From an optimization exercise on the open Yosys and OpenROAD flow, aimed at small area, a short achievable clock period and few clock cycles; shortcuts taken in it are not production practice.
Where RTL was checked, it was by simulation tests only, not by an equivalence proof against the original.
The RTL of runs 1, 7 and 8 was laid out without a check of its function.
Power figures rest on the tool's default switching activity, not on a simulated workload.

File: design/flow/config.mk
export PLATFORM = sky130hd
export DESIGN_NAME = ME
export DESIGN_NICKNAME = ME
export VERILOG_FILES = /design/flow/design.v
export SDC_FILE = /design/flow/constraint.sdc
export NUM_CORES = 8
export LEC_CHECK = 0
export ABC_CLOCK_PERIOD_IN_PS = 2200
export CAP_MARGIN = 20
export CORE_MARGIN = 2
export CORE_UTILIZATION = 60
export CTS_CLUSTER_DIAMETER = 100
export CTS_CLUSTER_SIZE = 30
export SETUP_SLACK_MARGIN = 3.3
export SLEW_MARGIN = 20
export TNS_END_PERCENT = 100
File: design/flow/constraint.sdc
create_clock -name core_clock -period 5.5 [get_ports {clk}]
set_input_delay 1.1000 -clock core_clock [delete_from_list [all_inputs] [get_ports {clk}]]
set_output_delay 1.1000 -clock core_clock [all_outputs]
set_load 0.01 [all_outputs]
File: design/flow/run.sh
#!/bin/bash
# synth_recipe.tcl (not shown) runs the flow's synth.tcl, then flattens the netlist and writes it again
# the make line also repeats each setting of config.mk as NAME=value (left out here)
make -C /OpenROAD-flow-scripts/flow DESIGN_CONFIG=/design/flow/config.mk WORK_HOME=/design/flow/orfs CLKGATE_MAP_FILE= SYNTH_SCRIPT=/design/flow/synth_recipe.tcl finish
File: design/flow/design.v
module ME(
    input clk,
    input rst_n,
    input block_valid,
    input area_valid,
    input [7:0] in_data,
    output logic out_valid,
    output logic signed [2:0] out_vector
);
logic [7:0] nblk [0:15];
always_ff @(posedge clk)
    if (block_valid) begin
        for (int k = 0; k < 15; k++) nblk[k] <= nblk[k+1];
        nblk[15] <= ~in_data;
    end
logic [7:0] pix [0:12];
always_ff @(posedge clk) begin
    pix[0] <= in_data;
    for (int d = 1; d < 13; d++) pix[d] <= pix[d-1];
end
logic [7:0] adv [0:15];
logic       adc [0:15];
always_ff @(posedge clk)
    for (int k = 0; k < 16; k++)
        {adc[k], adv[k]} <= {1'b0, pix[12 - 4*(k/4)]} + {1'b0, nblk[k]};
logic [3:0] plo [0:15], pmid [0:15], phi [0:15];
logic       kc1 [0:15], kc2 [0:15];
function automatic [3:0] himask(input integer s);
    himask = s == 0 ? 4'h0 : s == 1 ? 4'h1 : s <= 3 ? 4'h3 : s <= 7 ? 4'h7 : 4'hf;
endfunction
always_ff @(posedge clk)
    for (int s = 0; s < 16; s++) begin
        logic [7:0] t;
        logic [4:0] lo, mid;
        t = adv[s] ^ {8{~adc[s]}};
        if (s == 0) begin
            lo  = {1'b0, t[3:0]} + {4'd0, adc[s]};
            mid = {1'b0, t[7:4]};
            phi[s] <= 4'd0;
            kc2[s] <= 1'b0;
        end else begin
            lo  = {1'b0, plo[s-1]}  + {1'b0, t[3:0]} + {4'd0, adc[s]};
            mid = {1'b0, pmid[s-1]} + {1'b0, t[7:4]} + {4'd0, kc1[s-1]};
            phi[s] <= (phi[s-1] + {3'd0, kc2[s-1]}) & himask(s);
            kc2[s] <= mid[4];
        end
        plo[s]  <= lo[3:0];
        kc1[s]  <= lo[4];
        pmid[s] <= mid[3:0];
    end
logic [11:0] sad;
always_ff @(posedge clk)
    sad <= {phi[15], pmid[15], plo[15]} + {3'd0, kc2[15], 3'd0, kc1[15], 4'd0};
logic [5:0] idx;
logic v0, v1, v2, v3;
always_ff @(posedge clk, negedge rst_n)
    if (!rst_n) begin
        v0 <= 1'b0;
        v1 <= 1'b0;
        v2 <= 1'b0;
        v3 <= 1'b0;
    end else begin
        v0 <= area_valid;
        v1 <= v0;
        v2 <= v1;
        v3 <= v2;
    end
always_ff @(posedge clk)
    idx <= block_valid ? 6'd0 : idx + {5'd0, v3};
wire win_ok = v3 && idx[5:3] >= 3'd3 && idx[2:0] >= 3'd3;
wire first  = idx == 6'd27;
logic [11:0] nmin;    
wire better = first || sad < ~nmin;
logic [2:0] min_x, min_y;
wire [2:0] cur_x = idx[2:0] - 3'd5;    
wire [2:0] cur_y = 3'd5 - idx[5:3];    
always_ff @(posedge clk)
    if (win_ok && better) begin
        nmin    <= ~sad;
        min_x   <= cur_x;
        min_y   <= cur_y;
    end
wire last = v3 && idx == 6'd63;
logic second;
always_ff @(posedge clk, negedge rst_n)
    if (!rst_n) begin
        out_valid  <= 1'b0;
        second     <= 1'b0;
        out_vector <= 3'd0;
    end else begin
        second    <= last;
        out_valid <= last || second;
        if (last)
            out_vector <= better ? cur_x : min_x;
        else if (second)
            out_vector <= min_y;
        else
            out_vector <= 3'd0;
    end
endmodule
==> results.cfg, run 1 <==
[timing]
post-route-min-period_ns = 2.182
finalCritPeriodShare_pct = 39.66
fin_skew_ns = 0.01637
setup_viol = 0
fmax_mhz = 458.4
slew_headroom_pct = 56.28
tightestPinTransition_ns = 0.6558
rsz0062_at_grt = yes
slew_viol_final = 0
fin_setup_tns_ns = 0
hold_viol_final = 0

[placement]
place_congestion = 0.7963
place_hpwl_um = 28920
io_buffers = 15

[clocking]
numCtsBuffers = 24
clk_pin_slew_ns = 0.11
hold_buffers = 0
clk_latency_ns = 0.58
root_buffer = clkbuf_16
numClockSinks = 627
cts.path.max_buffers = 3
cts_tree = yes
htreeDepth = 1

[power]
power.switching_mw = 3.991
internal_power_mw = 9.006
ir_drop_v = 0.0002683
finalPower_mw = 13.00
power.share.clock_pct = 16.8
leakage_nw = 11.38
p_seq_share_pct = 51.0
power_switching_share_pct = 30.71
p_per_area_nw_per_um2 = 495.2
share_comb_of_total_power_pct = 32.2

[floorplanning]
coreArea_um2 = 40650
row_count = 74
dieArea_um2 = 42640
ios = 16
die_width_um = 206.5
die_h_um = 206.5
initial_utilization_pct = 60.53

[synthesis]
synth_area_um2 = 24600
synth.lib_cells_used.distinct = 32
synth_top_area_share_pct = 38.41
synth-seq-cells = 627
synth_edf_count = 146
synthCells = 1870
yosysSeqAreaShare_pct = 57.14
synth_common_cells = dfxtp_1, ha_1, xnor2_1
synth_area_leader_cell = dfxtp_1
synth_fp_nets = 2208
synth_area_leaders = dfxtp_1, edfxtp_1, ha_1, xnor2_1, fa_1
ys.flop_type = dfxtp_1
synth.most_common_cell = dfxtp_1
yosys_warnings = 10
synth.avg_cell_area_um2 = 13.16
synthArstFlopShare_pct = 1.435

[hold_path]
hold_class = flip-flop to flip-flop

[setup_path]
cp_slowest_cell = dfrtp_1
path_class = flip-flop to primary output
slowest_delay_ns = 0.38
crit_family = flip-flops
arrival_ns = 1.08
cp-end-kind = primary output
critPathMaxFanout = 1
crit_chain = buf_2
start_kind = flip-flop
cp_num_buf_inv = 1
cp.required_ns = 4.40

[detailed_routing]
ant_nets = 0
wl_per_cell_um = 15.80
first_pass_iters = 4
vias = 12510
drt-vias-per-instance = 5.099
drtIter0Drc = 595
post-route-drc-count = 0
finalWirelength_um = 38750

[job]
cap_violations = 0

[finish]
fillers = 3130
drive_above_1_share_pct = 4.477
layout-area-overhead-vs-synth_pct = 6.687
num_antenna_cells = 0
layout.nets = 2242

[grt]
grt_pass1_wl_um = 63250
grtUsageTotal_pct = 18.78
grt.overflow.total = 0
grt_max_degree = 61
grt_pass1_vias = 12730
antenna_found_initial = 0

[status]
status = complete, no violations
-- cell usage in the layout (no fill, tap or decap), types with 44 or more instances in the layout --
cell      synthesis  final
xnor2_1         251    251
xor2_1           63     63
fa_1             61     61
o21ai_0          44     44
nand2_1          60     59
nor2_1           57     56
dfxtp_1         472    460
ha_1            265    263
a21oi_1         107     96
edfxtp_1        146    146
a21o_1          105    105
inv_1           102    101
-- flip-flops by register name, summed over array words and instances (netlist names), 12 cells and up --
register	cells
adv	128
sad	12
adc	16
phi	47
kc2	15
kc1	16
plo	64
nmin	12
pmid	64
nblk	128
pix	104
-- logic make-up after synthesis --
family                   Yosys count  synth area share (%)
XOR/XNOR                         314                 11.18
AO/OA/AOI/OAI                    298                 7.654
AND/OR/NAND/NOR                  168                 2.965
multiplexers                      18                0.7781
flip-flops                       627                 57.14
adder cells (fa/ha/maj)          326                 18.44
buffers and inverters            119                 1.846
-- final cells by class --
class                   instances  area [µm²]  share of cell area [%]
repair buffers                 25       224.0                  0.8532
clock buffers                  43       703.2                   2.679
inverters                     102       382.9                   1.459
flip-flops and latches        627       14080                   53.63
well taps                     532       665.6                   2.536
multi-input cells            1124       10200                   38.85
-- power by group through the flow --
stage          Combinational (mW)  Clock [mW]  Sequential, mW
6_report                     4.18        2.18            6.63
5_1_grt                      4.83        2.42            6.77
4_1_cts                      4.23        2.26            6.66
3_5_place_dp                 4.14           0            6.75
3_3_place_gp                 4.05           0            6.75
2_1_floorplan                3.27           0            6.49
-- through the flow --
| stage | util [%] | setup WS (ns) | cells | hold slack [ns] | instance area (µm²) |
|---|---|---|---|---|---|
| 2_1_floorplan | - | 3.369 | 1870 | 0.3096 | 24620 |
| 3_3_place_gp | 62.43 | 2.895 | 2402 | 0.3098 | 25380 |
| 3_5_place_dp | 62.43 | 2.866 | 2402 | 0.3121 | 25380 |
| 4_1_cts | 64.27 | 3.273 | 2450 | 0.3334 | 26120 |
| 5_1_grt | 64.58 | 3.252 | 2453 | 0.3415 | 26250 |
| 6_report | 64.58 | 3.318 | 2453 | 0.3290 | 26250 |
-- layer usage --
metal | GRT usage, % | share of wire (%) | vias up
li1 | - | - | 6428
met1 | 25.61 | 48 | 5943
met2 | 32.30 | 47 | 92
met3 | 2.223 | 2.4 | 45
met4 | 4.133 | 2.1 | 0
met5 | 0 | 0 | -
-- worst paths after layout --
path	from	cells after the start	to	slack (ns)
max	out_vector[2]$_DFF_PN0_	1	out_vector[2]	3.32
min	pix[6][7]$_DFF_P_	0	pix[7][7]$_DFF_P_	0.33
max reg2reg	nmin[9]$_DFFE_PP_	8	out_vector[1]$_DFF_PN0_	3.33
min reg2reg	pix[6][7]$_DFF_P_	0	pix[7][7]$_DFF_P_	0.33
max in group asynchronous	rst_n	1	v2$_DFF_PN0_	4.43
min in group asynchronous	rst_n	1	v1$_DFF_PN0_	0.80
-- repair_timing --
| item | CTS | global route |
|---|---|---|
| resized for setup | 25 | 30 |
| setup buffers | 5 | 3 |
| endpoints found under the setup margin | 31 | 53 |
| pin swaps | 3 | 8 |
==> inputs of run 2 (changes only) <==
==> design/flow/design.v (replaced) <==
module ME(
    input clk,
    input rst_n,
    input block_valid,
    input area_valid,
    input [7:0] in_data,
    output logic out_valid,
    output logic signed [2:0] out_vector
);
logic [7:0] nblk [0:15];
always_ff @(posedge clk)
    if (block_valid) begin
        for (int k = 0; k < 15; k++) nblk[k] <= nblk[k+1];
        nblk[15] <= ~in_data;
    end
logic [7:0] pix [0:11];
always_ff @(posedge clk) begin
    pix[0] <= in_data;
    for (int d = 1; d < 12; d++) pix[d] <= pix[d-1];
end
function automatic [7:0] pixd(input integer i);
    pixd = i == 0 ? pix[11] : i == 1 ? pix[7] : i == 2 ? pix[3] : in_data;
endfunction
logic [7:0] adv [0:15];
logic       adc [0:15];
always_ff @(posedge clk)
    for (int k = 0; k < 16; k++)
        {adc[k], adv[k]} <= {1'b0, pixd(k/4)} + {1'b0, nblk[k]};
logic [3:0] pd0 [0:14];
logic [3:0] pd1 [0:14];
logic [3:0] pd2 [0:14];
logic       kc1 [0:14];
logic       kc2 [0:14];
function automatic [3:0] topmask(input integer s);
    integer m, k;
    m = (255 * (s + 1)) >> 8;
    k = 0;
    while (k < m) k = 2 * k + 1;
    topmask = k;
endfunction
always_ff @(posedge clk)
    for (int s = 0; s < 15; s++) begin
        logic [11:0] t;
        logic [4:0] q0;
        logic [4:0] q1;
        logic [4:0] q2;
        t = {4'd0, adv[s] ^ {8{~adc[s]}}};
        q0 = {1'b0, (s == 0 ? 4'd0 : pd0[s-1])} + {1'b0, t[3:0]} + {4'd0, adc[s]};
        q1 = {1'b0, (s == 0 ? 4'd0 : pd1[s-1])} + {1'b0, t[7:4]} + {4'd0, (s == 0 ? 1'b0 : kc1[s-1])};
        q2 = {1'b0, (s == 0 ? 4'd0 : pd2[s-1])} + {1'b0, t[11:8]} + {4'd0, (s == 0 ? 1'b0 : kc2[s-1])};
        pd0[s] <= q0[3:0];
        kc1[s] <= q0[4];
        pd1[s] <= q1[3:0];
        kc2[s] <= q1[4];
        pd2[s] <= q2[3:0] & topmask(s);
    end
logic [11:0] sad;
always_ff @(posedge clk)
    sad <= {pd2[14], pd1[14], pd0[14]} + ({11'd0, kc1[14]} << 4) + ({11'd0, kc2[14]} << 8)
           + {4'd0, adv[15] ^ {8{~adc[15]}}} + {11'd0, adc[15]};
logic [5:0] idx;
logic v1, v2;
always_ff @(posedge clk, negedge rst_n)
    if (!rst_n) begin
        v1 <= 1'b0;
        v2 <= 1'b0;
    end else begin
        v1 <= area_valid;
        v2 <= v1;
    end
always_ff @(posedge clk)
    idx <= block_valid ? 6'd0 : idx + {5'd0, v2};
wire win_ok = v2 && idx[5:3] >= 3'd3 && idx[2:0] >= 3'd3;
wire first  = idx == 6'd27;
logic [11:0] nmin;    
wire better = first || sad < ~nmin;
logic [2:0] min_x, min_y;
wire [2:0] cur_x = idx[2:0] - 3'd5;    
wire [2:0] cur_y = 3'd5 - idx[5:3];    
always_ff @(posedge clk)
    if (win_ok && better) begin
        nmin    <= ~sad;
        min_x   <= cur_x;
        min_y   <= cur_y;
    end
wire last = v2 && idx == 6'd63;
logic second;
always_ff @(posedge clk, negedge rst_n)
    if (!rst_n) begin
        out_valid  <= 1'b0;
        second     <= 1'b0;
        out_vector <= 3'd0;
    end else begin
        second    <= last;
        out_valid <= last || second;
        if (last)
            out_vector <= better ? cur_x : min_x;
        else if (second)
            out_vector <= min_y;
        else
            out_vector <= 3'd0;
    end
endmodule
--- a/design/flow/config.mk
+++ b/design/flow/config.mk
@@ -12,5 +12,5 @@
 export CTS_CLUSTER_DIAMETER = 100
 export CTS_CLUSTER_SIZE = 30
-export SETUP_SLACK_MARGIN = 3.3
+export SETUP_SLACK_MARGIN = 3.35
 export SLEW_MARGIN = 20
 export TNS_END_PERCENT = 100
==> run 2 against run 1 <==
Compared with the run above:
- hold slack got worse by 0.00056 ns
- die area decreased by 0.73%
- first-iteration DRC count shrank 20%
- power increased by 2.2%
- final cell count barely moved
- setup slack worse by 0.074 ns
- register-to-register slack got worse by 0.09 ns
- highest routed layer unchanged
- critical endpoint is now sad[11]$_DFF_P_
- clock-buffer cell count is the same
- still clean
- non-clock buffer count grew 1
- via count about the same
- sequential power down 3.6%
==> results.cfg, run 2 <==
[setup_path]
path_class = flip-flop to flip-flop
cp-end-kind = flip-flop
critPathMaxFanout = 8
arrival_ns = 2.73
cp.required_ns = 5.97
start_kind = flip-flop

[clocking]
hold_buffers = 0
numClockSinks = 603
clk_pin_slew_ns = 0.11
root_buffer = clkbuf_16
clk_latency_ns = 0.59
cts_tree = yes
cts.path.max_buffers = 3
numCtsBuffers = 24
htreeDepth = 1

[timing]
slew_headroom_pct = 45.80
rsz0062_at_grt = yes
fin_skew_ns = 0.03319
hold_viol_final = 0
tightestPinTransition_ns = 0.8131
fmax_mhz = 443.4
post-route-min-period_ns = 2.255
fin_setup_tns_ns = 0
setup_viol = 0
whs_ns = 0.3284
finalCritPeriodShare_pct = 41.00
slew_viol_final = 0

[synthesis]
synthSimpleGateAreaFrac_pct = 3.387
synth_area_leaders = dfxtp_1, edfxtp_1, ha_1, xnor2_1, fa_1
synth_common_cells = dfxtp_1, ha_1, xnor2_1
synth_xor_area_share_pct = 11.15
synth-seq-cells = 603
synthMuxAreaShare_pct = 0.6968
synthArstFlopShare_pct = 1.161
yosys_warnings = 10
synth_top_family_by_area = adder cells
synth_top_area_share_pct = 36.89
synth.avg_cell_area_um2 = 13.04
synth.lib_cells_used.distinct = 39
ys.flop_type = dfxtp_1
synthAdderAreaFrac_pct = 18.75
synth_area_leader_cell = dfxtp_1
synth-compound-area-share_pct = 8.208
synth_edf_count = 146
synth.most_common_cell = dfxtp_1
synthCells = 1873
yosysSeqAreaShare_pct = 55.56
synth_fp_nets = 2215
synth_area_um2 = 24420

[power]
leakage_nw = 11.34
internal_power_mw = 9.055
power_switching_share_pct = 31.85
share_comb_of_total_power_pct = 35.6
power.switching_mw = 4.232
p_per_area_nw_per_um2 = 505.0
ir_drop_v = 0.0003437
p_seq_share_pct = 48.1
power.share.clock_pct = 16.3

[detailed_routing]
drt-vias-per-instance = 5.102
drtIter0Drc = 475
first_pass_iters = 4
vias = 12510
ant_nets = 0
wl_per_cell_um = 15.95
finalWirelength_um = 39080
post-route-drc-count = 0

[finish]
layout.nets = 2250
num_antenna_cells = 0
drive_above_1_share_pct = 7.840
final_common_cell = dfxtp_1
layout-area-overhead-vs-synth_pct = 7.742
layout_common_cells = dfxtp_1, ha_1, xnor2_1, edfxtp_1, inv_1

[grt]
grt_max_degree = 78
grtUsageTotal_pct = 19.43
grt_pass1_vias = 13080
grt.overflow.total = 0
grt_pass1_wl_um = 65310
antenna_found_initial = 0

[status]
status = complete, no violations

[floorplanning]
die_h_um = 205.7
dieArea_um2 = 42330
initial_utilization_pct = 61.18
coreArea_um2 = 39910
die_width_um = 205.7
row_count = 73
ios = 16

[placement]
place_hpwl_um = 29380
io_buffers = 15
place_congestion = 0.7814

[hold_path]
hold_class = flip-flop to flip-flop

[job]
cap_violations = 0
==> run 2: changes by cell type after synthesis, sizes merged, moves of 6 or more <==
cell,before,now
a21o,105,94
buf,1,16
clkbuf,16,1
dfxtp,472,450
inv,102,115
o21ai,44,50
xor2,63,55
==> run 2: stage by stage <==
step	setup WS (ns)	instances	utilization, %	power (mW)	area (µm²)
3_5_place_dp	2.092	2398	63.29	11.01	25260
4_1_cts	3.252	2445	65.32	13.33	26070
3_3_place_gp	2.185	2398	63.29	10.95	25260
5_1_grt	3.145	2451	65.92	14.36	26310
6_report	3.245	2451	65.92	13.29	26310
2_1_floorplan	3.111	1873	-	9.866	24560
==> run 2: cell families (layout without fill, tap and decap cells) <==
| kind of cell | after synthesis | after routing |
|---|---|---|
| flops | 603 | 603 |
| compound gates | 294 | 294 |
| mux | 16 | 16 |
| fa+ha+maj | 330 | 330 |
| buf+inv | 132 | 185 |
| xor+xnor | 311 | 311 |
| simple gates | 187 | 187 |
==> run 2: worst max-delay path, stage by stage (launching register included) <==
cell      delay [ns]
dfxtp_4         0.42
xnor2_2         0.15
ha_1            0.28
ha_2            0.18
inv_2           0.04
fa_2            0.35
nor2b_1         0.13
o21a_1          0.19
o21ai_4         0.08
a21oi_2         0.13
a211oi_2        0.06
xnor2_1         0.13
==> run 2: layout make-up <==
| type | count | area (µm²) |
|---|---|---|
| Tap cell | 525 | 656.9 |
| Fill cell | 2979 | 13600 |
| Inverter | 115 | 431.7 |
| Multi-Input combinational cell | 1138 | 10670 |
| Clock inverter | 1 | 30.03 |
| Timing Repair Buffer | 26 | 241.5 |
| Clock buffer | 43 | 693.2 |
| Sequential cell | 603 | 13590 |
==> run 2: path summary, 6_finish.rpt <==
path,startpoint,endpoint,slack (ns),cells after the start
setup / recovery,adc[15]$_DFF_P_,sad[11]$_DFF_P_,3.24,11
hold / removal,pix[10][7]$_DFF_P_,pix[11][7]$_DFF_P_,0.33,0
setup reg to reg,adc[15]$_DFF_P_,sad[11]$_DFF_P_,3.24,11
hold reg to reg,pix[10][7]$_DFF_P_,pix[11][7]$_DFF_P_,0.33,0
max in group asynchronous,rst_n,out_valid$_DFF_PN0_,4.48,1
min in group asynchronous,rst_n,v1$_DFF_PN0_,0.78,1
==> run 2: power by group through the flow <==
| stage | logic, mW | clock network, mW | registers, mW |
|---|---|---|---|
| final | 4.73 | 2.17 | 6.39 |
| after global routing | 5.44 | 2.40 | 6.53 |
| after CTS | 4.66 | 2.26 | 6.41 |
| after detailed placement | 4.53 | 0 | 6.48 |
| after global placement | 4.45 | 0 | 6.49 |
| after floorplan | 3.63 | 0 | 6.23 |
==> run 2: per-layer routing <==
metal	share of wire [%]	GRT usage, %	wire length, µm
met5	0	0	0
met4	1.8	3.726	716
met3	2.0	2.154	797
met2	49	34.16	19040
met1	47	26.12	18530
==> run 2: what timing repair did <==
| action | in CTS | in global routing |
|---|---|---|
| gates resized for setup | 52 | 47 |
| buffers inserted | 3 | 6 |
| pin swaps | 13 | 20 |
| endpoints found under the setup margin | 65 | 73 |
Testbench counts of run 2, summed over its fixed seeds: cycles 43,008.
==> inputs of run 3 (changes only) <==
--- a/design/flow/config.mk
+++ b/design/flow/config.mk
@@ -9,8 +9,8 @@
 export CAP_MARGIN = 20
 export CORE_MARGIN = 2
-export CORE_UTILIZATION = 60
+export CORE_UTILIZATION = 70
 export CTS_CLUSTER_DIAMETER = 100
 export CTS_CLUSTER_SIZE = 30
-export SETUP_SLACK_MARGIN = 3.35
+export SETUP_SLACK_MARGIN = 3.3
 export SLEW_MARGIN = 20
 export TNS_END_PERCENT = 100
==> run 3 against run 2 <==
Compared with the run above:
- routed wire length grew 0.82%
- fmax up 0.65%
- flip-flop and latch count unchanged
- register-to-register slack hardly changed
- sequential power about the same
- core utilization grew 9.4 points
- largest power group unchanged
==> results.cfg, run 3 <==
[synthesis]
yosys_warnings = 10
synth_area_um2 = 24420
synth.most_common_cell = dfxtp_1
synth_edf_count = 146
synth-seq-cells = 603
synth.lib_cells_used.distinct = 39
synth_area_leaders = dfxtp_1, edfxtp_1, ha_1, xnor2_1, fa_1
synth_area_leader_cell = dfxtp_1
synth.avg_cell_area_um2 = 13.04
synthArstFlopShare_pct = 1.161
synth_common_cells = dfxtp_1, ha_1, xnor2_1
synth_fp_nets = 2215
ys.flop_type = dfxtp_1
synth_top_area_share_pct = 36.89
yosysSeqAreaShare_pct = 55.56
synthCells = 1873

[finish]
fillers = 2242
layout.nets = 2245
layout-area-overhead-vs-synth_pct = 6.338
final_common_cell = dfxtp_1
layout_common_cells = dfxtp_1, ha_1, xnor2_1, edfxtp_1, inv_1
postLayoutCoreUtil_pct = 75.36
multi_input_area_um2 = 10490
drive_above_1_share_pct = 5.934
num_antenna_cells = 0
regArea_um2 = 13580

[hold_path]
hold_class = flip-flop to flip-flop
holdPathStages = 0

[setup_path]
critPathMaxFanout = 7
r2r-end = sad[11]$_DFF_P_
arrival_ns = 2.69
path_depth = 11
cp_num_buf_inv = 1
crit_chain = xnor2_2 > ha_1 > ha_2 > inv_2 > fa_2 > nor2b_1 > o21a_1 > o21ai_2 > a21oi_2 > a211oi_2 > xnor2_1
cp_slowest_cell = dfxtp_4
cp-end-kind = flip-flop
start_kind = flip-flop
worstReg2RegStart = adc[15]$_DFF_P_
rrSetupSlack_ns = 3.26
startpoint = adc[15]$_DFF_P_
rr_worst_depth = 11
slowest_delay_ns = 0.40
cp-endpoint = sad[11]$_DFF_P_
path_class = flip-flop to flip-flop
cp.required_ns = 5.95
crit_family = adder cells

[placement]
io_buffers = 15
place_congestion = 0.7750
place_hpwl_um = 29450

[clocking]
cts.path.max_buffers = 3
clk_latency_ns = 0.57
htreeDepth = 1
numClockSinks = 603
numCtsBuffers = 24
hold_buffers = 0
clk_pin_slew_ns = 0.12
cts_tree = yes
root_buffer = clkbuf_16

[job]
cap_violations = 0

[timing]
fin_skew_ns = 0.03455
hold_viol_final = 0
setup_viol = 0
finalCritPeriodShare_pct = 40.74
slew_headroom_pct = 47.35
slew_viol_final = 0
fmax_mhz = 446.3
tightestPinTransition_ns = 0.7898
post-route-min-period_ns = 2.241
fin_setup_tns_ns = 0
rsz0062_at_grt = yes

[floorplanning]
row_count = 68
die_width_um = 190.8
coreArea_um2 = 34460
dieArea_um2 = 36400
die_h_um = 190.8
initial_utilization_pct = 70.87
ios = 16

[detailed_routing]
finalWirelength_um = 39410
drt-vias-per-instance = 5.316
drtIter0Drc = 510
wl_per_cell_um = 16.59
vias = 12630
first_pass_iters = 4
ant_nets = 0
post-route-drc-count = 0

[grt]
grt_pass1_wl_um = 65780
grtUsageTotal_pct = 22.63
grt.overflow.total = 0
antenna_found_initial = 0
grt_pass1_vias = 13430
grt_max_degree = 75

[power]
p_per_area_nw_per_um2 = 505.0
power_switching_share_pct = 31.83
power.switching_mw = 4.175
ir_drop_v = 0.0004053
leakage_nw = 11.26
share_comb_of_total_power_pct = 34.7
p_seq_share_pct = 48.7
power.share.clock_pct = 16.5
internal_power_mw = 8.939

[status]
status = complete, no violations
==> run 3: worst min path at each step <==
stage / startpoint / to
floorplan: kc2[1]$_DFF_P_ / pd2[2]$_DFF_P_
global placement: pix[6][7]$_DFF_P_ / pix[7][7]$_DFF_P_
detailed placement: pix[10][5]$_DFF_P_ / pix[11][5]$_DFF_P_
CTS: pix[9][6]$_DFF_P_ / pix[10][6]$_DFF_P_
global route: pix[6][1]$_DFF_P_ / pix[7][1]$_DFF_P_
finish: pix[9][6]$_DFF_P_ / pix[10][6]$_DFF_P_
==> run 3: worst reg2reg max path, cell delays in order, from the launching register on <==
cell and delay, ns:
dfxtp_4 0.40, xnor2_2 0.14, ha_1 0.28, ha_2 0.18, inv_2 0.04, fa_2 0.36
nor2b_1 0.12, o21a_1 0.17, o21ai_2 0.09, a21oi_2 0.16, a211oi_2 0.06, xnor2_1 0.13
==> run 3: power by group through the flow <==
| stage | Combinational [mW] | Sequential (mW) | Clock (mW) |
|---|---|---|---|
| finish | 4.55 | 6.39 | 2.17 |
| global route | 5.23 | 6.52 | 2.37 |
| detailed placement | 4.51 | 6.49 | 0 |
| CTS | 4.63 | 6.41 | 2.22 |
| floorplan | 3.63 | 6.23 | 0 |
| global placement | 4.37 | 6.48 | 0 |
==> run 3: final cells by class <==
| cell class | count | area share, % |
|---|---|---|
| Clock buffer | 43 | 2.669 |
| Clock inverter | 1 | 0.1156 |
| Inverter | 115 | 1.662 |
| Multi-Input combinational cell | 1138 | 40.38 |
| Sequential cell | 603 | 52.31 |
| Tap cell | 455 | 2.192 |
| Timing Repair Buffer | 21 | 0.6698 |
==> run 3: cells by family (layout without fill, tap and decap cells) <==
kind of cell	Yosys count	in the layout	synth area share [%]
XOR/XNOR	311	311	11.15
adder cells (fa/ha/maj)	330	330	18.75
buffers and inverters	132	180	2.239
AND/OR/NAND/NOR	187	187	3.387
multiplexers	16	16	0.6969
AO/OA/AOI/OAI	294	294	8.208
flip-flops	603	603	55.56
==> run 3: what timing repair did <==
| item | CTS | global route |
|---|---|---|
| endpoints found under the setup margin | 54 | 37 |
| setup buffers | 3 | 1 |
| pin swaps | 8 | 6 |
| gates resized for setup | 36 | 20 |
==> run 3: per-layer routing <==
metal / wire [µm] / GRT usage, %
met5: 0 / 0
met4: 670 / 4.085
met3: 735 / 2.282
met2: 19900 / 41.46
met1: 18100 / 29.33
==> run 3: metrics by stage <==
stage               power, mW  cell area, µm²  hold slack (ns)  std cells  setup WS, ns
floorplan               9.863           24550           0.3096       1873         3.111
global placement        10.85           25170           0.3105       2328         2.193
detailed placement      11.00           25170           0.3121       2328         2.140
CTS                     13.26           25920           0.3307       2375         3.259
global route            14.12           25970           0.3364       2376         3.132
finish                  13.11           25970           0.3226       2376         3.259
==> inputs of run 4 (changes only) <==
--- a/design/flow/config.mk
+++ b/design/flow/config.mk
@@ -9,5 +9,5 @@
 export CAP_MARGIN = 20
 export CORE_MARGIN = 2
-export CORE_UTILIZATION = 70
+export CORE_UTILIZATION = 50
 export CTS_CLUSTER_DIAMETER = 100
 export CTS_CLUSTER_SIZE = 30
==> run 4 against run 3 <==
Compared with the run above:
- sequential share of layout area down 0.51 points
- power up 0.56%
- synthesized cell count unchanged
- critical endpoint unchanged
==> results.cfg, run 4 <==
[synthesis]
yosys_warnings = 10
synth.avg_cell_area_um2 = 13.04
synth_edf_count = 146
synthCells = 1873
synthArstFlopShare_pct = 1.161
synth_area_leader_cell = dfxtp_1
synth-compound-area-share_pct = 8.208
yosysSeqAreaShare_pct = 55.56
synth_top_family_by_area = adder cells
synth.most_common_cell = dfxtp_1
synth_area_um2 = 24420
synth_xor_area_share_pct = 11.15
synth_fp_nets = 2215
synthMuxAreaShare_pct = 0.6968
synth-seq-cells = 603
ys.flop_type = dfxtp_1
synthSimpleGateAreaFrac_pct = 3.387
synth_top_area_share_pct = 36.89
synth.lib_cells_used.distinct = 39
synthAdderAreaFrac_pct = 18.75
synth_common_cells = dfxtp_1, ha_1, xnor2_1
synth_area_leaders = dfxtp_1, edfxtp_1, ha_1, xnor2_1, fa_1

[hold_path]
hold_class = flip-flop to flip-flop
min_to = pix[10][4]$_DFF_P_
holdPathStages = 0
hp-start = pix[9][4]$_DFF_P_

[setup_path]
start_kind = flip-flop
arrival_ns = 2.75
cp.required_ns = 5.98
r2r-end = sad[11]$_DFF_P_
critPathMaxFanout = 7
rr_worst_depth = 11
worstReg2RegStart = adc[15]$_DFF_P_
rrSetupSlack_ns = 3.22
path_class = flip-flop to flip-flop
cp-end-kind = flip-flop

[power]
p_seq_share_pct = 48.4
internal_power_mw = 8.972
power_switching_share_pct = 31.96
power.share.clock_pct = 17.0
power.switching_mw = 4.215
leakage_nw = 11.29
finalPower_mw = 13.19
ir_drop_v = 0.0002959
p_per_area_nw_per_um2 = 502.8
share_comb_of_total_power_pct = 34.6

[timing]
hold_viol_final = 0
slew_viol_final = 0
tightestPinTransition_ns = 0.8742
post-route-min-period_ns = 2.275
slew_headroom_pct = 41.72
fin_skew_ns = 0.02561
finalCritPeriodShare_pct = 41.37
rsz0062_at_grt = yes
fmax_mhz = 439.5
setup_viol = 0
fin_setup_tns_ns = 0

[detailed_routing]
drt-vias-per-instance = 4.931
first_pass_iters = 4
drtIter0Drc = 577
ant_nets = 0
vias = 12490
post-route-drc-count = 0
finalWirelength_um = 39790
wl_per_cell_um = 15.71

[floorplanning]
die_width_um = 225.0
row_count = 80
dieArea_um2 = 50620
die_h_um = 225.0
ios = 16
coreArea_um2 = 47950
initial_utilization_pct = 50.93

[finish]
fin_cells = 2533
num_antenna_cells = 0
fillers = 4035
layout_common_cells = dfxtp_1, ha_1, xnor2_1, edfxtp_1, inv_1
layout-area-overhead-vs-synth_pct = 7.394
layout.nets = 2243
postLayoutCoreUtil_pct = 54.70
drive_above_1_share_pct = 6.465
final_common_cell = dfxtp_1

[clocking]
clk_latency_ns = 0.60
clk_pin_slew_ns = 0.12
htreeDepth = 1
numCtsBuffers = 24
numClockSinks = 603
root_buffer = clkbuf_16
cts_tree = yes
cts.path.max_buffers = 3

[placement]
place_congestion = 0.7913
io_buffers = 15
post-place-cells = 2487
place_hpwl_um = 29540

[grt]
grt_max_degree = 135
grt_pass1_wl_um = 66990
grt_pass1_vias = 13350
grtUsageTotal_pct = 16.49
grt.overflow.total = 0
antenna_found_initial = 0

[job]
cap_violations = 0

[status]
status = complete, no violations
-- run 4: critical path, cell delays in order (launching register included) --
cell and delay, ns:
dfxtp_4 0.42, xnor2_2 0.14, ha_1 0.28, ha_2 0.17, inv_2 0.04, fa_2 0.34
nor2b_1 0.12, o21a_1 0.19, o21ai_4 0.10, a21oi_2 0.17, a211oi_2 0.05, xnor2_1 0.12
-- run 4: worst max path at each step --
stage                         start            endpoint  slack, ns  cells past startpoint
finish              adc[15]$_DFF_P_     sad[11]$_DFF_P_       3.22                     11
global route        adc[15]$_DFF_P_     sad[11]$_DFF_P_       3.12                     11
CTS                 adc[15]$_DFF_P_      sad[7]$_DFF_P_       3.22                      9
detailed placement       in_data[0]  adv[14][6]$_DFF_P_       2.16                      8
global placement         in_data[0]  adv[15][6]$_DFF_P_       2.18                      8
floorplan                in_data[0]  adv[13][6]$_DFF_P_       3.11                      7
-- run 4: cell type report --
type                    count  area [µm²]  area share [%]
clock inverters             2       27.53          0.1050
multi-input cells        1138       10530           40.16
well taps                 615       769.5           2.934
inverters                 115       431.7           1.646
clock buffers              41       706.9           2.696
flip-flops and latches    603       13580           51.79
repair buffers             19       173.9          0.6632
-- run 4: logic make-up after synthesis --
family | after synthesis
buffers and inverters | 132
and+or+nand+nor | 187
adders and majority gates | 330
DFF | 603
AOI/OAI and AO/OA | 294
muxes | 16
xor gates and xnor gates | 311
-- run 4: power by group through the flow --
stage / registers [mW] / clock network [mW] / logic (mW)
finish: 6.39 / 2.24 / 4.56
global route: 6.52 / 2.47 / 5.30
CTS: 6.41 / 2.33 / 4.64
detailed placement: 6.49 / 0 / 4.54
global placement: 6.51 / 0 / 4.47
floorplan: 6.23 / 0 / 3.63
-- run 4: what timing repair did --
item | 4_1_cts | 5_1_grt
gates resized for setup | 38 | 30
hold buffers | 0 | 0
hold endpoints to repair | 0 | 0
setup endpoints to repair | 51 | 52
setup buffers | 3 | 0
pin swaps | 10 | 6
-- run 4: stage by stage --
step	setup slack [ns]	hold slack (ns)	cell area (µm²)
3_5_place_dp	2.157	0.3121	25380
5_1_grt	3.124	0.3266	26230
4_1_cts	3.220	0.3268	26150
6_report	3.225	0.3289	26230
3_3_place_gp	2.181	0.3105	25380
2_1_floorplan	3.111	0.3096	24550
-- run 4: metal layers --
metal	GRT usage (%)	wire, µm	part of all wire, %	up-vias
met5	0	0	0	-
met4	3.311	800	2.0	0
met3	1.721	617	1.6	37
met2	29.52	19520	49	71
met1	21.69	18850	47	5956
li1	-	-	-	6426
==> inputs of run 5 (changes only) <==
--- a/design/flow/config.mk
+++ b/design/flow/config.mk
@@ -6,8 +6,9 @@
 export NUM_CORES = 8
 export LEC_CHECK = 0
+export ABC_AREA = 1
 export ABC_CLOCK_PERIOD_IN_PS = 2200
 export CAP_MARGIN = 20
 export CORE_MARGIN = 2
-export CORE_UTILIZATION = 50
+export CORE_UTILIZATION = 60
 export CTS_CLUSTER_DIAMETER = 100
 export CTS_CLUSTER_SIZE = 30
==> run 5 against run 4 <==
Compared with the run above:
- clock power is 4% lower
- die area is 14% lower
- critical endpoint is now out_valid
- sequential power hardly changed
- clock skew is 0.011 ns higher
- largest cell class unchanged
- still clean
==> results.cfg, run 5 <==
[timing]
fin_setup_tns_ns = 0
fin_skew_ns = 0.03649
fmax_mhz = 457.4
post-route-min-period_ns = 2.186
rsz0062_at_grt = yes
hold_viol_final = 0
slew_viol_final = 0
setup_viol = 0
tightestPinTransition_ns = 0.6193
finalCritPeriodShare_pct = 39.75
slew_headroom_pct = 58.66

[detailed_routing]
ant_nets = 0
drt-vias-per-instance = 5.171
drtIter0Drc = 669
vias = 13850
wl_per_cell_um = 15.76
post-route-drc-count = 0
finalWirelength_um = 42220
first_pass_iters = 5

[synthesis]
synthSimpleGateAreaFrac_pct = 6.893
ys.flop_type = dfxtp_1
synthMuxAreaShare_pct = 0.6394
synth_area_leader_cell = dfxtp_1
synth-compound-area-share_pct = 5.275
yosysSeqAreaShare_pct = 54.17
synth.lib_cells_used.distinct = 31
synthCells = 2097
synthArstFlopShare_pct = 1.161
synth_top_family_by_area = adder cells
synth-seq-cells = 603
synth_fp_nets = 2439
synth_common_cells = dfxtp_1, ha_1, a21oi_1
synth_area_um2 = 25050
synthAdderAreaFrac_pct = 18.28
synth_xor_area_share_pct = 11.78
synth.most_common_cell = dfxtp_1
synth_top_area_share_pct = 35.96
synth_edf_count = 146
synth_area_leaders = dfxtp_1, edfxtp_1, ha_1, xnor2_1, xor2_1
synth.avg_cell_area_um2 = 11.95
yosys_warnings = 10

[hold_path]
hp-start = pix[10][7]$_DFF_P_
hold_class = flip-flop to flip-flop
holdPathStages = 0
min_to = pix[11][7]$_DFF_P_

[power]
power.switching_mw = 4.484
internal_power_mw = 8.792
p_per_area_nw_per_um2 = 497.8
power_switching_share_pct = 33.77
p_seq_share_pct = 48.3
ir_drop_v = 0.0003266
share_comb_of_total_power_pct = 35.4
power.share.clock_pct = 16.3
finalPower_mw = 13.28
leakage_nw = 11.68

[setup_path]
crit_family = flip-flops
cp-end-kind = primary output
rrSetupSlack_ns = 3.36
cp_num_buf_inv = 1
cp.required_ns = 4.40
arrival_ns = 1.09
r2r-end = sad[9]$_DFF_P_
rr_worst_depth = 11
crit_chain = buf_2
worstReg2RegStart = adc[15]$_DFF_P_
path_class = flip-flop to primary output
cp_slowest_cell = dfrtp_1
slowest_delay_ns = 0.38
start_kind = flip-flop
critPathMaxFanout = 1

[floorplanning]
die_h_um = 208.3
row_count = 74
ios = 16
coreArea_um2 = 41020
die_width_um = 208.3
dieArea_um2 = 43400
initial_utilization_pct = 61.07

[job]
cap_violations = 0

[finish]
fin_cells = 2679
layout.nets = 2471
num_antenna_cells = 0
drive_above_1_share_pct = 4.471
layout-area-overhead-vs-synth_pct = 6.474
final_common_cell = dfxtp_1
layout_common_cells = dfxtp_1, ha_1, a21oi_1, xnor2_1, inv_1

[clocking]
clk_pin_slew_ns = 0.11
numCtsBuffers = 24
hold_buffers = 0
htreeDepth = 1
root_buffer = clkbuf_16
cts.path.max_buffers = 3
clk_latency_ns = 0.59
numClockSinks = 603
cts_tree = yes

[placement]
post-place-cells = 2629
place_hpwl_um = 31870
place_congestion = 0.8437
io_buffers = 15

[grt]
grt_max_degree = 62
grtUsageTotal_pct = 19.91
grt_pass1_vias = 14050
grt_pass1_wl_um = 69990
grt.overflow.total = 0
antenna_found_initial = 0

[status]
status = complete, no violations
[run 5: cell count changes in the layout (fill, tap and decap cells not counted), moves of 27 or more]
cell,change
a21o_1,-83
inv_1,+50
nand4_1,+27
nand2_1,+99
nand3_1,+110
a21oi_1,+102
xnor2_1,-76
xor2_1,+106
[run 5: area by class of cell]
type	count	area [µm²]
Multi-Input combinational cell	1312	10900
Inverter	165	619.3
Clock inverter	2	46.29
Timing Repair Buffer	23	196.4
Sequential cell	603	13570
Fill cell	3176	14350
Clock buffer	42	668.1
Tap cell	532	665.6
[run 5: kinds of logic after synthesis]
group / after synthesis
and+or+nand+nor: 384
DFF: 603
AOI/OAI and AO/OA: 246
muxes: 15
xor gates and xnor gates: 337
adders and majority gates: 330
buffers and inverters: 182
[run 5: worst max-delay path by stage]
stage                                    end  slack, ns  cells after the start           startpoint
after global routing          sad[9]$_DFF_P_       3.24                     10      adc[15]$_DFF_P_
after detailed placement  adv[14][6]$_DFF_P_       2.23                      9           in_data[0]
after CTS                          out_valid       3.28                      1  out_valid$_DFF_PN0_
final                              out_valid       3.31                      1  out_valid$_DFF_PN0_
after global placement    adv[13][6]$_DFF_P_       2.23                      9           in_data[0]
after floorplan           adv[12][6]$_DFF_P_       3.25                      8           in_data[0]
[run 5: timing repair]
action / CTS / global route
endpoints found under the hold margin: 0 / 0
endpoints found under the setup margin: 54 / 37
setup buffers: 2 / 4
pin swaps: 0 / 9
gates resized for setup: 27 / 20
[run 5: routing by layer]
layer  vias up  share of wire (%)  track usage [%]
met5         -                  0                0
met4         0                1.9            4.019
met3        42                2.5            2.098
met2       158                 48            34.60
met1      6518                 48            27.16
li1       7135                  -                -
[run 5: metrics by stage]
step	setup slack (ns)	util, %	hold slack [ns]	instance area, µm²
6_report	3.314	65.02	0.3352	26670
5_1_grt	3.238	65.02	0.3364	26670
4_1_cts	3.282	64.79	0.3373	26580
3_5_place_dp	2.231	63.03	0.3121	25850
3_3_place_gp	2.235	63.03	0.3098	25850
2_1_floorplan	3.250	-	0.3096	25140
[run 5: power groups by stage]
| stage | logic (mW) | clock network (mW) | registers (mW) |
|---|---|---|---|
| global route | 5.48 | 2.40 | 6.54 |
| global placement | 4.52 | 0 | 6.52 |
| finish | 4.71 | 2.16 | 6.41 |
| floorplan | 3.68 | 0 | 6.24 |
| CTS | 4.70 | 2.25 | 6.43 |
| detailed placement | 4.61 | 0 | 6.52 |
==> inputs of run 6 (changes only) <==
--- a/design/flow/config.mk
+++ b/design/flow/config.mk
@@ -6,5 +6,4 @@
 export NUM_CORES = 8
 export LEC_CHECK = 0
-export ABC_AREA = 1
 export ABC_CLOCK_PERIOD_IN_PS = 2200
 export CAP_MARGIN = 20
==> run 6 against run 5 <==
Compared with the run above:
- global-route usage is 0.37 points lower
- core utilization up 0.44 points
- critical path depth grew 8
- synthesized cell count decreased by 11%
- sequential power barely moved
- power is 1.1% lower
- critical path type is now flip-flop to flip-flop
==> results.cfg, run 6 <==
[status]
status = complete, no violations

[clocking]
cts_tree = yes
hold_buffers = 0
clk_latency_ns = 0.58
cts.path.max_buffers = 3
root_buffer = clkbuf_16
clk_pin_slew_ns = 0.12
numCtsBuffers = 24
numClockSinks = 603
htreeDepth = 1

[timing]
fmax_mhz = 452.7
post-route-min-period_ns = 2.209
tightestPinTransition_ns = 0.8102
slew_headroom_pct = 45.99
slew_viol_final = 0
setup_viol = 0
hold_viol_final = 0
fin_skew_ns = 0.03570
finalCritPeriodShare_pct = 40.16
rsz0062_at_grt = yes
fin_setup_tns_ns = 0

[setup_path]
path_class = flip-flop to flip-flop
worstReg2RegStart = adc[15]$_DFF_P_
crit_chain = xor2_2 > fa_1 > inv_1 > ha_4 > o21a_1 > o21ai_2 > nand2b_1 > a21oi_2 > xnor2_1
path_depth = 9
critPathMaxFanout = 8
cp_slowest_cell = fa_1
start_kind = flip-flop
cp-endpoint = sad[7]$_DFF_P_
r2r-end = sad[7]$_DFF_P_
cp.required_ns = 6.01
slowest_delay_ns = 0.48
cp_num_buf_inv = 1
arrival_ns = 2.72
rr_worst_depth = 9
crit_family = adder cells
rrSetupSlack_ns = 3.29
startpoint = adc[15]$_DFF_P_
cp-end-kind = flip-flop

[placement]
io_buffers = 15
place_congestion = 0.7608
place_hpwl_um = 29500

[floorplanning]
initial_utilization_pct = 61.18
coreArea_um2 = 39910
ios = 16
row_count = 73
dieArea_um2 = 42330
die_h_um = 205.7
die_width_um = 205.7

[synthesis]
synth_area_um2 = 24420
synth_area_leaders = dfxtp_1, edfxtp_1, ha_1, xnor2_1, fa_1
yosys_warnings = 10
synth.lib_cells_used.distinct = 39
synth.avg_cell_area_um2 = 13.04
synth_edf_count = 146
synth_common_cells = dfxtp_1, ha_1, xnor2_1
synthCells = 1873
synth_area_leader_cell = dfxtp_1
synthArstFlopShare_pct = 1.161
ys.flop_type = dfxtp_1
yosysSeqAreaShare_pct = 55.56
synth_fp_nets = 2215
synth.most_common_cell = dfxtp_1
synth-seq-cells = 603
synth_top_area_share_pct = 36.89

[power]
p_per_area_nw_per_um2 = 502.6
ir_drop_v = 0.0003668
finalPower_mw = 13.13
leakage_nw = 11.28

[detailed_routing]
drt-vias-per-instance = 5.126
first_pass_iters = 4
wl_per_cell_um = 16.00
ant_nets = 0
finalWirelength_um = 39120
post-route-drc-count = 0
vias = 12530
drtIter0Drc = 471

[finish]
fillers = 3053
drive_above_1_share_pct = 6.406
layout.nets = 2244
layout_common_cells = dfxtp_1, ha_1, xnor2_1, edfxtp_1, inv_1
num_antenna_cells = 0
layout-area-overhead-vs-synth_pct = 6.999
final_common_cell = dfxtp_1

[hold_path]
holdPathStages = 0
hold_class = flip-flop to flip-flop

[grt]
grt_pass1_vias = 13260
antenna_found_initial = 0
grt_max_degree = 78
grtUsageTotal_pct = 19.54
grt_pass1_wl_um = 65560
grt.overflow.total = 0

[job]
cap_violations = 0
run 6: cell count changes after synthesis, moves of 80 or more:
cell,change
nand3_1,-114
xor2_1,-106
nand2_1,-103
a21o_1,+83
a21oi_1,-83
xnor2_1,+80
run 6: worst min-delay path by stage:
stage | to | start | slack [ns]
global placement | pix[9][0]$_DFF_P_ | pix[8][0]$_DFF_P_ | 0.31
CTS | pix[11][7]$_DFF_P_ | pix[10][7]$_DFF_P_ | 0.33
finish | pix[1][7]$_DFF_P_ | pix[0][7]$_DFF_P_ | 0.33
global route | pix[2][5]$_DFF_P_ | pix[1][5]$_DFF_P_ | 0.33
detailed placement | pix[3][4]$_DFF_P_ | pix[2][4]$_DFF_P_ | 0.31
floorplan | pd2[2]$_DFF_P_ | kc2[1]$_DFF_P_ | 0.31
run 6: final cells by class:
cell class	instances	area (µm²)	share of cell area (%)
clock inverters	1	30.03	0.1149
multi-input cells	1138	10540	40.32
flip-flops and latches	603	13580	51.98
well taps	525	656.9	2.514
inverters	115	431.7	1.652
clock buffers	43	693.2	2.653
repair buffers	20	198.9	0.7614
run 6: metrics by stage:
| step | utilization [%] | std cells | setup slack, ns | hold slack (ns) | instance area (µm²) |
|---|---|---|---|---|---|
| floorplan | - | 1873 | 3.111 | 0.3096 | 24550 |
| global placement | 63.28 | 2398 | 2.183 | 0.3096 | 25260 |
| detailed placement | 63.28 | 2398 | 2.098 | 0.3121 | 25260 |
| CTS | 65.32 | 2445 | 3.229 | 0.3257 | 26070 |
| global route | 65.46 | 2445 | 3.177 | 0.3328 | 26130 |
| finish | 65.46 | 2445 | 3.291 | 0.3251 | 26130 |
run 6: layer usage:
layer  track usage (%)  part of all wire [%]
met3             1.916                   1.6
met5                 0                     0
met2             34.75                    48
met1             25.80                    48
met4             4.445                   2.3
run 6: cells by family (layout without fill, tap and decap cells):
group / after synthesis / in the layout / share of synthesized area [%]
flops: 603 / 603 / 55.56
fa+ha+maj: 330 / 330 / 18.75
xor+xnor: 311 / 311 / 11.15
compound gates: 294 / 294 / 8.208
simple gates: 187 / 187 / 3.387
buf+inv: 132 / 179 / 2.239
mux: 16 / 16 / 0.6969
run 6: power breakdown:
group	internal [mW]	switching, mW	total, mW
combinational	2.33	2.24	4.57
clock	0.879	1.30	2.17
sequential	5.75	0.635	6.38
run 6: what timing repair did:
action | in CTS | in global routing
buffers inserted | 3 | 0
gates resized for setup | 45 | 25
pin swaps | 11 | 6
setup endpoints to repair | 51 | 62
hold endpoints to repair | 0 | 0
==> inputs of run 7 (changes only) <==
--- a/design/flow/design.v
+++ b/design/flow/design.v
@@ -14,17 +14,14 @@
         nblk[15] <= ~in_data;
     end
-logic [7:0] pix [0:11];
+logic [7:0] pix [0:12];
 always_ff @(posedge clk) begin
     pix[0] <= in_data;
-    for (int d = 1; d < 12; d++) pix[d] <= pix[d-1];
+    for (int d = 1; d < 13; d++) pix[d] <= pix[d-1];
 end
-function automatic [7:0] pixd(input integer i);
-    pixd = i == 0 ? pix[11] : i == 1 ? pix[7] : i == 2 ? pix[3] : in_data;
-endfunction
 logic [7:0] adv [0:15];
 logic       adc [0:15];
-always_ff @(posedge clk)
+always_comb
     for (int k = 0; k < 16; k++)
-        {adc[k], adv[k]} <= {1'b0, pixd(k/4)} + {1'b0, nblk[k]};
+        {adc[k], adv[k]} = {1'b0, pix[12 - 4*(k/4)]} + {1'b0, nblk[k]};
 logic [3:0] pd0 [0:14];
 logic [3:0] pd1 [0:14];
@@ -60,12 +57,12 @@
            + {4'd0, adv[15] ^ {8{~adc[15]}}} + {11'd0, adc[15]};
 logic [5:0] idx;
-logic v1, v2;
+logic v0, v2;
 always_ff @(posedge clk, negedge rst_n)
     if (!rst_n) begin
-        v1 <= 1'b0;
+        v0 <= 1'b0;
         v2 <= 1'b0;
     end else begin
-        v1 <= area_valid;
-        v2 <= v1;
+        v0 <= area_valid;
+        v2 <= v0;
     end
 always_ff @(posedge clk)
--- a/design/flow/config.mk
+++ b/design/flow/config.mk
@@ -6,4 +6,5 @@
 export NUM_CORES = 8
 export LEC_CHECK = 0
+export ABC_AREA = 1
 export ABC_CLOCK_PERIOD_IN_PS = 2200
 export CAP_MARGIN = 20
@@ -12,5 +13,5 @@
 export CTS_CLUSTER_DIAMETER = 100
 export CTS_CLUSTER_SIZE = 30
-export SETUP_SLACK_MARGIN = 3.3
+export SETUP_SLACK_MARGIN = 3.05
 export SLEW_MARGIN = 20
 export TNS_END_PERCENT = 100
==> run 7 against run 6 <==
Compared with the run above:
- first-iteration DRC count increased by 51%
- critical path type unchanged
- routed wire length increased by 31%
- clock skew decreased by 0.010 ns
- critical path depth increased by 4
- power increased by 4.4%
- register-to-register slack got worse by 0.88 ns
- via count increased by 30%
- cell area increased by 13%
- still clean on timing, DRC and antenna
- hold slack got worse by 0.0083 ns
- sequential power decreased by about 20%
==> results.cfg, run 7 <==
[placement]
post-place-cells = 2939
place_congestion = 0.8860
place_hpwl_um = 35510
io_buffers = 15
dp_slack_ns = 2.231

[clocking]
numCtsBuffers = 19
cts.path.max_buffers = 3
numClockSinks = 467
htreeDepth = 1
clk_latency_ns = 0.56
cts_tree = yes
root_buffer = clkbuf_16
hold_buffers = 0
clk_pin_slew_ns = 0.13

[detailed_routing]
post-route-drc-count = 0
vias = 16330
drtIter0Drc = 710
wl_per_cell_um = 16.35
first_pass_iters = 5
finalWirelength_um = 51140
ant_nets = 0
drt-vias-per-instance = 5.222

[power]
share_comb_of_total_power_pct = 49.9
finalPower_mw = 13.72
leakage_nw = 13.48
p_seq_share_pct = 37.1
p_per_area_nw_per_um2 = 465.3
ir_drop_v = 0.0003288
internal_power_mw = 8.588
power_switching_share_pct = 37.39
power.share.clock_pct = 13.0
power.switching_mw = 5.128

[finish]
final_common_cell = nand2_1
layout_common_cells = nand2_1, inv_1, dfxtp_1, ha_1, edfxtp_1
fillers = 2587
drive_above_1_share_pct = 29.89
regArea_um2 = 10900
multi_input_area_um2 = 14230
num_antenna_cells = 0
regMostFlops = nblk
layout-area-overhead-vs-synth_pct = 24.55
layout.nets = 2938
fin_cells = 3128
largest_reg_flops = 128

[timing]
worst_slack_ns = 2.409
slew_viol_final = 0
fin_setup_tns_ns = 0
rsz0062_at_grt = yes
whs_ns = 0.3168
fmax_mhz = 323.5
fin_skew_ns = 0.02543
finalCritPeriodShare_pct = 56.21
hold_viol_final = 0
post-route-min-period_ns = 3.091
slew_headroom_pct = 59.22
tightestPinTransition_ns = 0.6117
setup_viol = 0

[grt]
grt.overflow.total = 0
grt_max_degree = 55
grt_pass1_wl_um = 80230
antenna_found_initial = 0
grtUsageTotal_pct = 24.12
grt_pass1_vias = 16830

[synthesis]
synth_edf_count = 146
ys.flop_type = dfxtp_1
synthCells = 2404
synth_area_um2 = 23670
yosys_warnings = 10
synth_common_cells = nand2_1, inv_1, dfxtp_1
synth.lib_cells_used.distinct = 40
synthArstFlopShare_pct = 1.499
synth-seq-cells = 467
synth_area_leader_cell = dfxtp_1
synth_top_area_share_pct = 26.56
yosysSeqAreaShare_pct = 45.82
synth_fp_nets = 2745
synth.avg_cell_area_um2 = 9.845
synth.most_common_cell = nand2_1
synth_area_leaders = dfxtp_1, edfxtp_1, ha_1, nand2_1, inv_1

[floorplanning]
die_width_um = 202.6
initial_utilization_pct = 60.96
coreArea_um2 = 38830
dieArea_um2 = 41050
row_count = 72
die_h_um = 202.6
ios = 16

[setup_path]
critPathMaxFanout = 6
crit_family = adder cells
cp_num_buf_inv = 1
cp-end-kind = flip-flop
cp.required_ns = 5.94
start_kind = flip-flop
path_class = flip-flop to flip-flop
slowest_delay_ns = 0.44
arrival_ns = 3.54
cp_slowest_cell = fa_2
crit_chain = ha_1 > nand2_1 > o21ai_4 > nand2_2 > nand2_4 > buf_6 > xor2_1 > ha_1 > fa_2 > nand3_2 > nand2_2 > a211o_1 > xor2_1

[status]
status = complete, no violations

[hold_path]
hold_class = flip-flop to flip-flop

[job]
cap_violations = 0
[run 7: cell count changes in the layout (fill, tap and decap cells not counted), moves of 53 or more]
| cell | before | now |
|---|---|---|
| buf_4 | 5 | 93 |
| a21oi_2 | 28 | 81 |
| inv_1 | 114 | 298 |
| nand3_1 | 15 | 120 |
| ha_1 | 263 | 173 |
| nand2_1 | 63 | 444 |
| ha_4 | 6 | 86 |
| xnor2_1 | 253 | 47 |
| dfxtp_1 | 440 | 289 |
| inv_2 | 1 | 80 |
| a21o_1 | 94 | 14 |
[run 7: through the flow]
stage,utilization [%],area (µm²)
floorplan,-,23840
global placement,63.51,24660
detailed placement,63.51,24660
CTS,71.04,27580
global route,75.92,29480
finish,75.92,29480
[run 7: cell type report]
type | count | share of cell area, %
clock buffer | 31 | 1.766
clock inverter | 3 | 0.1698
inverter | 385 | 4.970
multi-input combinational | 1551 | 48.26
sequential | 467 | 36.97
tap | 518 | 2.199
timing repair buffer | 173 | 5.666
[run 7: cell families (layout without fill, tap and decap cells)]
logic type | Yosys count | after routing | synth area share, %
and+or+nand+nor | 760 | 760 | 14.63
DFF | 467 | 467 | 45.82
buffers and inverters | 386 | 592 | 6.127
adders and majority gates | 329 | 329 | 19.30
AOI/OAI and AO/OA | 261 | 261 | 6.275
xor gates and xnor gates | 201 | 201 | 7.850
[run 7: routing by layer]
metal  part of all wire, %  global-route usage (%)  vias up
li1                      -                       -     8133
met1                    44                   30.72     7896
met2                    51                   44.30      220
met3                   2.4                   1.830       85
met4                   2.7                   6.309        0
met5                     0                       0        -
[run 7: final timing paths]
check	start	to	slack, ns	depth (start not counted)
max reg2reg	nblk[15][3]$_DFFE_PP_	sad[9]$_DFF_P_	2.41	13
min in group asynchronous	rst_n	v0$_DFF_PN0_	0.79	1
min	pix[3][3]$_DFF_P_	pix[4][3]$_DFF_P_	0.32	0
min reg2reg	pix[3][3]$_DFF_P_	pix[4][3]$_DFF_P_	0.32	0
max in group asynchronous	rst_n	second$_DFF_PN0_	4.48	1
max	nblk[15][3]$_DFFE_PP_	sad[9]$_DFF_P_	2.41	13
[run 7: power groups by stage]
stage / Sequential, mW / Clock, mW / Combinational, mW
after floorplan: 4.88 / 0 / 3.75
after global placement: 5.06 / 0 / 4.65
after detailed placement: 5.05 / 0 / 4.80
after CTS: 5.03 / 1.81 / 5.86
after global routing: 5.17 / 1.94 / 7.68
final: 5.09 / 1.78 / 6.85
[run 7: what timing repair did]
action,in CTS,in global routing
endpoints found under the setup margin,131,138
pin swaps,158,213
setup buffers,110,45
resized for setup,312,297
==> inputs of run 8 (changes only) <==
--- a/design/flow/design.v
+++ b/design/flow/design.v
@@ -19,9 +19,24 @@
     for (int d = 1; d < 13; d++) pix[d] <= pix[d-1];
 end
-logic [7:0] adv [0:15];
-logic       adc [0:15];
-always_comb
-    for (int k = 0; k < 16; k++)
-        {adc[k], adv[k]} = {1'b0, pix[12 - 4*(k/4)]} + {1'b0, nblk[k]};
+function automatic [7:0] cmppix(input integer i);
+    cmppix = i == 0 ? pix[11] : i == 1 ? pix[7] : i == 2 ? pix[3] : in_data;
+endfunction
+function automatic [7:0] addpix(input integer i);
+    addpix = pix[12 - 4*i];
+endfunction
+logic [15:0] gt, c4;
+logic [7:0]  e15;
+always_ff @(posedge clk)
+    for (int k = 0; k < 16; k++) begin
+        logic [7:0] a;
+        logic [8:0] e;
+        logic [4:0] lo;
+        a  = cmppix(k/4);
+        e  = {1'b0, a} + {1'b0, nblk[k]};
+        lo = {1'b0, a[3:0]} + {1'b0, nblk[k][3:0]};
+        gt[k] <= e[8];
+        c4[k] <= lo[4];
+        if (k == 15) e15 <= e[7:0];
+    end
 logic [3:0] pd0 [0:14];
 logic [3:0] pd1 [0:14];
@@ -42,6 +57,11 @@
         logic [4:0] q1;
         logic [4:0] q2;
-        t = {4'd0, adv[s] ^ {8{~adc[s]}}};
-        q0 = {1'b0, (s == 0 ? 4'd0 : pd0[s-1])} + {1'b0, t[3:0]} + {4'd0, adc[s]};
+        logic [7:0] a;
+        logic [3:0] elo, ehi;
+        a = addpix(s/4);
+        elo = a[3:0] + nblk[s][3:0];
+        ehi = a[7:4] + nblk[s][7:4] + {3'd0, c4[s]};
+        t = {4'd0, {ehi, elo} ^ {8{~gt[s]}}};
+        q0 = {1'b0, (s == 0 ? 4'd0 : pd0[s-1])} + {1'b0, t[3:0]} + {4'd0, gt[s]};
         q1 = {1'b0, (s == 0 ? 4'd0 : pd1[s-1])} + {1'b0, t[7:4]} + {4'd0, (s == 0 ? 1'b0 : kc1[s-1])};
         q2 = {1'b0, (s == 0 ? 4'd0 : pd2[s-1])} + {1'b0, t[11:8]} + {4'd0, (s == 0 ? 1'b0 : kc2[s-1])};
@@ -55,14 +75,14 @@
 always_ff @(posedge clk)
     sad <= {pd2[14], pd1[14], pd0[14]} + ({11'd0, kc1[14]} << 4) + ({11'd0, kc2[14]} << 8)
-           + {4'd0, adv[15] ^ {8{~adc[15]}}} + {11'd0, adc[15]};
+           + {4'd0, e15 ^ {8{~gt[15]}}} + {11'd0, gt[15]};
 logic [5:0] idx;
-logic v0, v2;
+logic v1, v2;
 always_ff @(posedge clk, negedge rst_n)
     if (!rst_n) begin
-        v0 <= 1'b0;
+        v1 <= 1'b0;
         v2 <= 1'b0;
     end else begin
-        v0 <= area_valid;
-        v2 <= v0;
+        v1 <= area_valid;
+        v2 <= v1;
     end
 always_ff @(posedge clk)
--- a/design/flow/config.mk
+++ b/design/flow/config.mk
@@ -6,5 +6,4 @@
 export NUM_CORES = 8
 export LEC_CHECK = 0
-export ABC_AREA = 1
 export ABC_CLOCK_PERIOD_IN_PS = 2200
 export CAP_MARGIN = 20
@@ -13,5 +12,5 @@
 export CTS_CLUSTER_DIAMETER = 100
 export CTS_CLUSTER_SIZE = 30
-export SETUP_SLACK_MARGIN = 3.05
+export SETUP_SLACK_MARGIN = 3.3
 export SLEW_MARGIN = 20
 export TNS_END_PERCENT = 100
==> run 8 against run 7 <==
Compared with the run above:
- still clean
- fmax rose by 33%
- register-to-register slack gained 0.77 ns
- sequential power is 8.3% higher
- first-iteration DRC count shrank 39%
- combinational power fell by 25%
- clock-buffer cell count up 4
- routed wire length fell by 21%
- die area decreased by 0.86%
- global-route usage down 3.6 points
- clock power rose by 6%
- setup slack better by 0.77 ns
==> results.cfg, run 8 <==
[status]
status = complete, no violations

[timing]
fin_setup_tns_ns = 0
finalCritPeriodShare_pct = 42.29
fin_skew_ns = 0.01842
worst_slack_ns = 3.174
slew_viol_final = 0
post-route-min-period_ns = 2.326
tightestPinTransition_ns = 0.7651
setup_viol = 0
slew_headroom_pct = 48.99
whs_ns = 0.3187
rsz0062_at_grt = yes
fmax_mhz = 429.9
hold_viol_final = 0

[synthesis]
synth_edf_count = 146
synthArstFlopShare_pct = 1.383
synthCells = 1771
synth_area_um2 = 23460
synth_area_leader_cell = dfxtp_1
synth.most_common_cell = dfxtp_1
ys.flop_type = dfxtp_1
synth.lib_cells_used.distinct = 40
synth_area_leaders = dfxtp_1, edfxtp_1, ha_1, fa_1, xnor2_1
synth-seq-cells = 506
yosysSeqAreaShare_pct = 49.56
synth.avg_cell_area_um2 = 13.25
synth_top_area_share_pct = 30.12
yosys_warnings = 8
synth_common_cells = dfxtp_1, ha_1, xnor2_1
synth_fp_nets = 2205

[finish]
regMostFlops = nblk
layout.nets = 2291
num_antenna_cells = 0
layout-area-overhead-vs-synth_pct = 11.51
final_common_cell = dfxtp_1
largest_reg_flops = 128
fin_cells = 2389
stdcell_area_um2 = 26160
drive_above_1_share_pct = 17.64
layout_common_cells = dfxtp_1, ha_1, xnor2_1, a21o_1, edfxtp_1
postLayoutCoreUtil_pct = 67.69
fillers = 2844

[power]
share_comb_of_total_power_pct = 40.9
p_per_area_nw_per_um2 = 477.8
finalPower_mw = 12.50
internal_power_mw = 8.352
power.share.clock_pct = 15.1
power.switching_mw = 4.147
ir_drop_v = 0.0003507
leakage_nw = 11.76
p_seq_share_pct = 44.1
power_switching_share_pct = 33.18

[placement]
post-place-cells = 2289
dp_slack_ns = 2.277
place_congestion = 0.7826
io_buffers = 15
place_hpwl_um = 29770
post_dp_cell_area_um2 = 24530

[detailed_routing]
drtIter0Drc = 432
finalWirelength_um = 40270
vias = 12350
wl_per_cell_um = 16.86
drt-vias-per-instance = 5.169
ant_nets = 0
post-route-drc-count = 0
first_pass_iters = 6

[setup_path]
worstReg2RegStart = nblk[10][4]$_DFFE_PP_
r2r-end = kc2[10]$_DFF_P_
path_depth = 7
rrSetupSlack_ns = 3.17
arrival_ns = 2.77
cp.required_ns = 5.94
rr_worst_depth = 7
cp-end-kind = flip-flop
path_class = flip-flop to flip-flop
critPathMaxFanout = 2
cp_slowest_cell = edfxtp_1
startpoint = nblk[10][4]$_DFFE_PP_
slowest_delay_ns = 0.44
cp-endpoint = kc2[10]$_DFF_P_
crit_family = adder cells
crit_chain = fa_2 > inv_2 > fa_1 > xor2_2 > fa_2 > a21o_1 > a21o_1
cp_num_buf_inv = 1
start_kind = flip-flop

[floorplanning]
die_h_um = 201.7
ios = 16
initial_utilization_pct = 60.70
dieArea_um2 = 40700
row_count = 72
coreArea_um2 = 38650
die_width_um = 201.7

[grt]
grt_pass1_wl_um = 67590
grtUsageTotal_pct = 20.53
grt.overflow.total = 0
antenna_found_initial = 0
grt_max_degree = 82
grt_pass1_vias = 13160

[hold_path]
hold_class = flip-flop to flip-flop

[clocking]
cts.path.max_buffers = 3
htreeDepth = 1
clk_latency_ns = 0.54
numCtsBuffers = 20
cts_tree = yes
hold_buffers = 0
root_buffer = clkbuf_16
numClockSinks = 506
clk_pin_slew_ns = 0.12

[job]
cap_violations = 0
## run 8: cell types whose count changed after synthesis, moves of 18 or more
cell     previous run  this run
nand2_4            18         0
dfxtp_1           314       353
xnor2_1            68       204
ha_1              269       332
nand2_1           482        28
nand3_1           158        15
fa_1               60        90
a21oi_1           152       101
a21o_1             14       156
o21ai_0            44        13
inv_1             373       102
## run 8: worst min path at each step
stage,from,endpoint,slack [ns],depth (start not counted)
floorplan,kc2[1]$_DFF_P_,pd2[2]$_DFF_P_,0.31,0
global placement,kc2[1]$_DFF_P_,pd2[2]$_DFF_P_,0.31,0
detailed placement,pix[9][2]$_DFF_P_,pix[10][2]$_DFF_P_,0.31,0
CTS,pix[6][2]$_DFF_P_,pix[7][2]$_DFF_P_,0.33,0
global route,pix[6][2]$_DFF_P_,pix[7][2]$_DFF_P_,0.33,0
finish,pix[6][2]$_DFF_P_,pix[7][2]$_DFF_P_,0.32,0
## run 8: area by class of cell
cell class	instances	area (µm²)	area share (%)
Multi-Input combinational cell	1147	12240	46.78
Sequential cell	506	11660	44.56
Tap cell	518	648.1	2.478
Timing Repair Buffer	80	626.9	2.396
Clock buffer	35	578.1	2.210
Inverter	102	382.9	1.464
Clock inverter	1	30.03	0.1148
## run 8: power groups by stage
stage | clock network, mW | registers [mW] | logic, mW
floorplan | 0 | 5.34 | 3.64
global placement | 0 | 5.58 | 4.48
detailed placement | 0 | 5.59 | 4.56
CTS | 1.95 | 5.52 | 4.84
global route | 2.06 | 5.62 | 5.84
finish | 1.88 | 5.51 | 5.11
## run 8: layer usage
layer | track usage [%] | part of all wire (%)
met5 | 0 | 0
met1 | 28.53 | 48
met2 | 35.87 | 49
met4 | 3.519 | 1.5
met3 | 1.587 | 1.7
## run 8: kinds of logic (layout without fill, tap and decap cells)
| family | Yosys count | after routing | share of synthesized area (%) |
|---|---|---|---|
| flops | 506 | 506 | 49.56 |
| fa+ha+maj | 422 | 422 | 25.39 |
| compound gates | 315 | 315 | 8.837 |
| xor+xnor | 312 | 312 | 11.65 |
| buf+inv | 119 | 218 | 2.027 |
| simple gates | 79 | 80 | 1.707 |
| mux | 18 | 18 | 0.8373 |
## run 8: timing repair
item / CTS / global route
cloned: 0 / 1
gates resized for setup: 84 / 82
pin swaps: 37 / 74
buffers inserted: 33 / 30
endpoints found under the setup margin: 117 / 133

Re-timed with assumed drivers on the ports (clkbuf_16 on the clock, buf_2 on other inputs), run 8 has 3.174 ns of setup slack against 3.174 ns with ideal ports, and 2.758 ns once port delays also move by the mid clock arrival of 0.591 ns.
